Source: an optimization exercise on an open RTL-to-GDS flow (aim: small area and a short achievable clock period). Production flows keep margins and buffers that such runs may drop.
Power and IR drop assume default switching activity.

==> 01-18 <==
## neurona_capa_1
module neurona_capa_1(
    weight_0, weight_1, weight_2, weight_3, weight_4, weight_5, weight_6, weight_7, weight_8, weight_9, weight_10, weight_11, weight_12, weight_13, weight_14, weight_15, weight_16, weight_17, weight_18, weight_19, weight_20, weight_21, weight_22, weight_23, weight_24, weight_25, weight_26, weight_27, weight_28, weight_29, weight_30, weight_31, weight_32, weight_33, weight_34, weight_35, weight_36, weight_37, weight_38, weight_39, weight_40, weight_41, weight_42, weight_43, weight_44, weight_45, weight_46, weight_47, weight_48,
    pixel_0, pixel_1, pixel_2, pixel_3, pixel_4, pixel_5, pixel_6, pixel_7, pixel_8, pixel_9, pixel_10, pixel_11, pixel_12, pixel_13, pixel_14, pixel_15, pixel_16, pixel_17, pixel_18, pixel_19, pixel_20, pixel_21, pixel_22, pixel_23, pixel_24, pixel_25, pixel_26, pixel_27, pixel_28, pixel_29, pixel_30, pixel_31, pixel_32, pixel_33, pixel_34, pixel_35, pixel_36, pixel_37, pixel_38, pixel_39, pixel_40, pixel_41, pixel_42, pixel_43, pixel_44, pixel_45, pixel_46, pixel_47, pixel_48,
    clk, out
);
    input wire clk;
    input wire pixel_0;
    input wire pixel_1;
    input wire pixel_2;
    input wire pixel_3;
    input wire pixel_4;
    input wire pixel_5;
    input wire pixel_6;
    input wire pixel_7;
    input wire pixel_8;
    input wire pixel_9;
    input wire pixel_10;
    input wire pixel_11;
    input wire pixel_12;
    input wire pixel_13;
    input wire pixel_14;
    input wire pixel_15;
    input wire pixel_16;
    input wire pixel_17;
    input wire pixel_18;
    input wire pixel_19;
    input wire pixel_20;
    input wire pixel_21;
    input wire pixel_22;
    input wire pixel_23;
    input wire pixel_24;
    input wire pixel_25;
    input wire pixel_26;
    input wire pixel_27;
  ...
clock: 8.0 ns
lec_check: 0
cap_margin: 20
core_margin: 2
core_utilization: 40
cts_buf_list: sky130_fd_sc_hd__clkbuf_4 sky130_fd_sc_hd__clkbuf_8
slew_margin: 20
synth_hierarchical: 1
synth_minimum_keep_size: 0
standard.sh (not shown) runs the stock make flow with config.mk's settings and CLKGATE_MAP_FILE= SYNTH_SCRIPT=/design/flow/synth_recipe.tcl, a recipe that flattens the netlist after the stock synthesis.
==> flow/flow/run.sh <==
#!/bin/bash
# Own layout flow: the standard flow (standard.sh, unchanged synthesis),
# with two changes: the port buffers buffer_ports inserts are buf_1 cells
# (timing repair resizes them where needed), and the setup repair margin is
# 0 ns for the pre-placement repair in floorplan and 4.7 ns for the
# repairs after clock-tree synthesis and global routing, so that gates are
# upsized from placed timing rather than from the wire-less estimate.
set -euo pipefail
export BUFFER_PORTS_ARGS="-buffer_cell sky130_fd_sc_hd__buf_1"
SETUP_SLACK_MARGIN=0 bash standard.sh synth floorplan > standard_floorplan.log 2>&1
SETUP_SLACK_MARGIN=4.7 bash standard.sh > standard.log 2>&1
==> 08-15 (differences from 01-18) <==
--- a/flow/design.v
+++ b/flow/design.v
@@ -832,44 +832,50 @@
     wire g678;
     wire h679;
     wire g680;
     wire h681;
     wire g682;
     wire h683;
     wire g684;
-    wire p685;
-    wire p686;
-    wire p687;
-    wire p688;
+    wire h685;
+    wire g686;
+    wire h687;
+    wire g688;
     wire p689;
     wire p690;
     wire p691;
     wire p692;
     wire p693;
     wire p694;
     wire p695;
     wire p696;
     wire p697;
-    wire x698;
-    wire x699;
-    wire x700;
-    wire h701;
-    wire g702;
-    wire h703;
-    wire g704;
+    wire p698;
+    wire p699;
+    wire p700;
+    wire p701;
+    wire p702;
+    wire p703;
+    wire p704;
     wire p705;
     wire p706;
     wire p707;
     wire p708;
     wire p709;
     wire p710;
     wire p711;
-    wire x712;
-    wire x713;
-    wire x714;
+    wire p712;
+    wire p713;
+    wire p714;
+    wire x715;
+    wire x716;
+    wire x717;
+    wire x718;
+    wire x719;
+    wire x720;
     nxn2 u_x1 (.a(nb_0[4]), .b(nb_10[4]), .y(x1));
     assign p2 = nb_0[4] | nb_10[4];
     nxn2 u_x3 (.a(nb_0[5]), .b(nb_10[5]), .y(x3));
     assign p4 = nb_0[5] | nb_10[5];
     nfa u_s5 (.a(nb_0[0]), .b(nb_10[0]), .ci(nb_11[0]), .s(s5), .co(c6));
     nfa u_s7 (.a(nb_12[0]), .b(nb_13[0]), .ci(nb_14[0]), .s(s7), .co(c8));
     nfa u_s9 (.a(nb_15[0]), .b(nb_16[0]), .ci(nb_17[0]), .s(s9), .co(c10));
@@ -1257,81 +1263,99 @@
     nx2 u_x674 (.a(x673), .b(c657), .y(x674));
     nx2 u_x675 (.a(x674), .b(g661), .y(x675));
     nx2 u_x676 (.a(c659), .b(x675), .y(x676));
     nha u_h677 (.a(h588), .b(s586), .s(h677), .co(g678));
     nha u_h679 (.a(h596), .b(s594), .s(h679), .co(g680));
     nha u_h681 (.a(s606), .b(h608), .s(h681), .co(g682));
     nha u_h683 (.a(s622), .b(h624), .s(h683), .co(g684));
-    assign p685 = h677 & r1[0];
-    assign p686 = g680 | (h679 & g678);
-    assign p687 = h679 & h677;
-    assign p688 = g682 | (h681 & g680);
-    assign p689 = h681 & h679;
-    assign p690 = g684 | (h683 & g682);
-    assign p691 = h683 & h681;
-    assign p692 = p688 | (p689 & g678);
-    assign p693 = p689 & p685;
-    assign p694 = p690 | (p691 & p686);
-    assign p695 = p691 & p687;
-    assign p696 = ~r1[0];
-    assign p697 = ~h677;
-    nxn2 u_x698 (.a(h679), .b(g678), .y(x698));
-    nxn2 u_x699 (.a(h681), .b(p686), .y(x699));
-    nxn2 u_x700 (.a(h683), .b(p692), .y(x700));
-    reg r2_h642;
-    reg r2_s640;
-    reg r2_h660;
-    reg r2_s658;
-    reg r2_p694;
+    nha u_h685 (.a(h642), .b(s640), .s(h685), .co(g686));
+    nha u_h687 (.a(h660), .b(s658), .s(h687), .co(g688));
+    assign p689 = g680 | (h679 & g678);
+    assign p690 = h679 & h677;
+    assign p691 = g682 | (h681 & g680);
+    assign p692 = h681 & h679;
+    assign p693 = g684 | (h683 & g682);
+    assign p694 = h683 & h681;
+    assign p695 = g686 | (h685 & g684);
+    assign p696 = h685 & h683;
+    assign p701 = p691 | (p692 & g678);
+    assign p702 = p693 | (p694 & p689);
+    assign p703 = p694 & p690;
+    assign p704 = p695 | (p696 & p691);
+    assign p705 = p696 & p692;
+    assign p713 = ~r1[0];
+    assign p714 = ~h677;
+    nxn2 u_x715 (.a(h679), .b(g678), .y(x715));
+    nxn2 u_x716 (.a(h681), .b(p689), .y(x716));
+    nxn2 u_x717 (.a(h683), .b(p701), .y(x717));
+    nxn2 u_x718 (.a(h685), .b(p702), .y(x718));
+    reg r2_g688;
+    reg r2_h687;
+    reg r2_g686;
+    reg r2_h685;
     reg r2_x676;
+    reg r2_p693;
+    reg r2_p694;
+    reg r2_p695;
     reg r2_p696;
-    reg r2_p697;
-    reg r2_x698;
-    reg r2_x699;
-    reg r2_x700;
+    reg r2_p704;
+    reg r2_p705;
+    reg r2_g678;
+    reg r2_p689;
+    reg r2_p701;
+    reg r2_p713;
+    reg r2_p714;
+    reg r2_x715;
+    reg r2_x716;
+    reg r2_x717;
+    reg r2_x718;
     always @(posedge clk) begin
-        r2_h642 <= h642;
-        r2_s640 <= s640;
-        r2_h660 <= h660;
-        r2_s658 <= s658;
-        r2_p694 <= p694;
+        r2_g688 <= g688;
+        r2_h687 <= h687;
+        r2_g686 <= g686;
+        r2_h685 <= h685;
         r2_x676 <= x676;
+        r2_p693 <= p693;
+        r2_p694 <= p694;
+        r2_p695 <= p695;
         r2_p696 <= p696;
-        r2_p697 <= p697;
-        r2_x698 <= x698;
-        r2_x699 <= x699;
-        r2_x700 <= x700;
+        r2_p704 <= p704;
+        r2_p705 <= p705;
+        r2_g678 <= g678;
+        r2_p689 <= p689;
+        r2_p701 <= p701;
+        r2_p713 <= p713;
+        r2_p714 <= p714;
+        r2_x715 <= x715;
+        r2_x716 <= x716;
+        r2_x717 <= x717;
+        r2_x718 <= x718;
     end
-    nha u_h701 (.a(r2_h642), .b(r2_s640), .s(h701), .co(g702));
-    nha u_h703 (.a(r2_h660), .b(r2_s658), .s(h703), .co(g704));
-    assign p705 = g702 | (h701 & r2_p694);
-    assign p706 = g704 | (h703 & g702);
-    assign p707 = h703 & h701;
-    assign p708 = r2_x676 & g704;
-    assign p709 = r2_x676 & h703;
-    assign p710 = p706 | (p707 & r2_p694);
-    assign p711 = p708 | (p709 & p705);
-    nxn2 u_x712 (.a(h701), .b(r2_p694), .y(x712));
-    nxn2 u_x713 (.a(h703), .b(p705), .y(x713));
-    nxn2 u_x714 (.a(r2_x676), .b(p710), .y(x714));
-    assign out = {x714, x713, x712, r2_x700, r2_x699, r2_x698, r2_p697, r2_p696};
+    assign p697 = r2_g688 | (r2_h687 & r2_g686);
+    assign p698 = r2_h687 & r2_h685;
+    assign p699 = r2_x676 & r2_g688;
+    assign p700 = r2_x676 & r2_h687;
+    assign p706 = p697 | (p698 & r2_p693);
+    assign p707 = p698 & r2_p694;
+    assign p708 = p699 | (p700 & r2_p695);
+    assign p709 = p700 & r2_p696;
+    assign p710 = r2_p704 | (r2_p705 & r2_g678);
+    assign p711 = p706 | (p707 & r2_p689);
+    assign p712 = p708 | (p709 & r2_p701);
+    nxn2 u_x719 (.a(r2_h687), .b(p710), .y(x719));
+    nxn2 u_x720 (.a(r2_x676), .b(p711), .y(x720));
+    assign out = {x720, x719, r2_x718, r2_x717, r2_x716, r2_x715, r2_p714, r2_p713};
 endmodule
 module nfa(input wire a, input wire b, input wire ci, output wire s, output wire co);
     assign s = a ^ b ^ ci;
     assign co = (a & b) | (a & ci) | (b & ci);
 endmodule
 module nha(input wire a, input wire b, output wire s, output wire co);
     assign s = a ^ b;
     assign co = a & b;
 endmodule
 module nx2(input wire a, input wire b, output wire y);
     assign y = a ^ b;
 endmodule
-module nmx(input wire s, input wire a, input wire b, output wire y);
-    assign y = s ? b : a;
-endmodule
-module nmj(input wire a, input wire b, input wire c, output wire y);
-    assign y = (a & b) | (a & c) | (b & c);
-endmodule
 module nxn2(input wire a, input wire b, output wire y);
     assign y = ~(a ^ b);
 endmodule
==> flow/flow/run.sh (replaced) <==
#!/bin/bash
# Own layout flow: the standard flow (standard.sh, unchanged synthesis),
# except that the port buffers buffer_ports inserts are buf_1 cells rather
# than the default it picks; timing repair resizes them where needed.
set -euo pipefail
export BUFFER_PORTS_ARGS="-buffer_cell sky130_fd_sc_hd__buf_1"
bash standard.sh > standard.log 2>&1
CTS_BUF_LIST = not set   (was sky130_fd_sc_hd__clkbuf_4 sky130_fd_sc_hd__clkbuf_8)
SETUP_SLACK_MARGIN = 5.0   (was not set)
==> run summary <==
The run finished with no timing, DRC or antenna violations. The combined area of the multi-input logic cells was 0.009253 mm^2. The share of synthesized area in the top cell type comes to 56.51%. For this configuration, the core starts out at a cell density of 40.96%. The net switching power figure is 0.001831 W, and the register bit count reported by yosys is 72.

Before CTS, the worst setup slack after placement is 3.402 ns. After layout, the worst setup slack is 4.401 ns. Reg-to-reg endpoint: r2_p694. Cell-internal power: 0.002369 W. For this design the ratio of total power to cell area is 300.4 mW/mm^2. Of the cells placed in the final design, the portion with a size suffix greater than 1 is 33.46%. The multi-input logic portion of the cell area is 66.16%. Synthesis produced 929 cells. Standby leakage power: 5.018 nW. After layout, the design draws a total of 0.004201 W. Area of the placeable core: 0.02439 mm^2. For the post-route clock skew, the log shows 0.007727 ns.
(the above is from 01-18)
==> run summary <==
The run finished with no timing, DRC or antenna violations. The region available for standard cell placement spans 0.02504 mm^2. The logs give 3.485 ns for the minimum setup slack after placement and 0.003006 W for the cell-internal power. The synthesized design contains 78 register bits. In this run the critical register-to-register path is captured at r2_p704.

The total power consumption of the routed design is 0.005315 W, and the gate count after technology mapping is 945. The total power density per cell area was 355.5 mW/mm^2; the multi-input logic portion of the cell area was 66.07%. The multi-input combinational cells in the finished layout cover a total of 0.009878 mm^2.
(the above is from 08-15)
No run of this note included a check of the RTL's function; only the layout flow was run.

[separate check: timing with driven ports]
How much do the figures lean on ideal ports? The routed layouts below were timed once more, with nothing changed but the port constraints. Step 1 sets driving cells, clkbuf_16 on the clock port and buf_2 on the other inputs (assumed; they add their load-dependent delay and slew). Step 2 moves the port delays by t, midway between the first and last clock arrival at a register: inputs arrive t later, outputs are due t later. That takes back most of the time a late clock gives input paths. Three values: ideal ports, drivers, drivers and shift; two values: the first two.
run | shift t [ns] | slack for setup (ns) | latest minus earliest clock arrival (ns) | worst data-port slew with drivers (ns)
01-18 | 0.402 | 4.401 / 4.338 / 3.936 | 0.009 / 0.009 | 0.12
08-15 | 0.370 | 4.353 / 4.304 / 3.933 | 0.009 / 0.009 | 0.17
After both steps every run listed still meets setup and hold. The setup slack of 01-18, which loses most, moves by -0.063 ns with the drivers and by -0.465 ns with both steps.
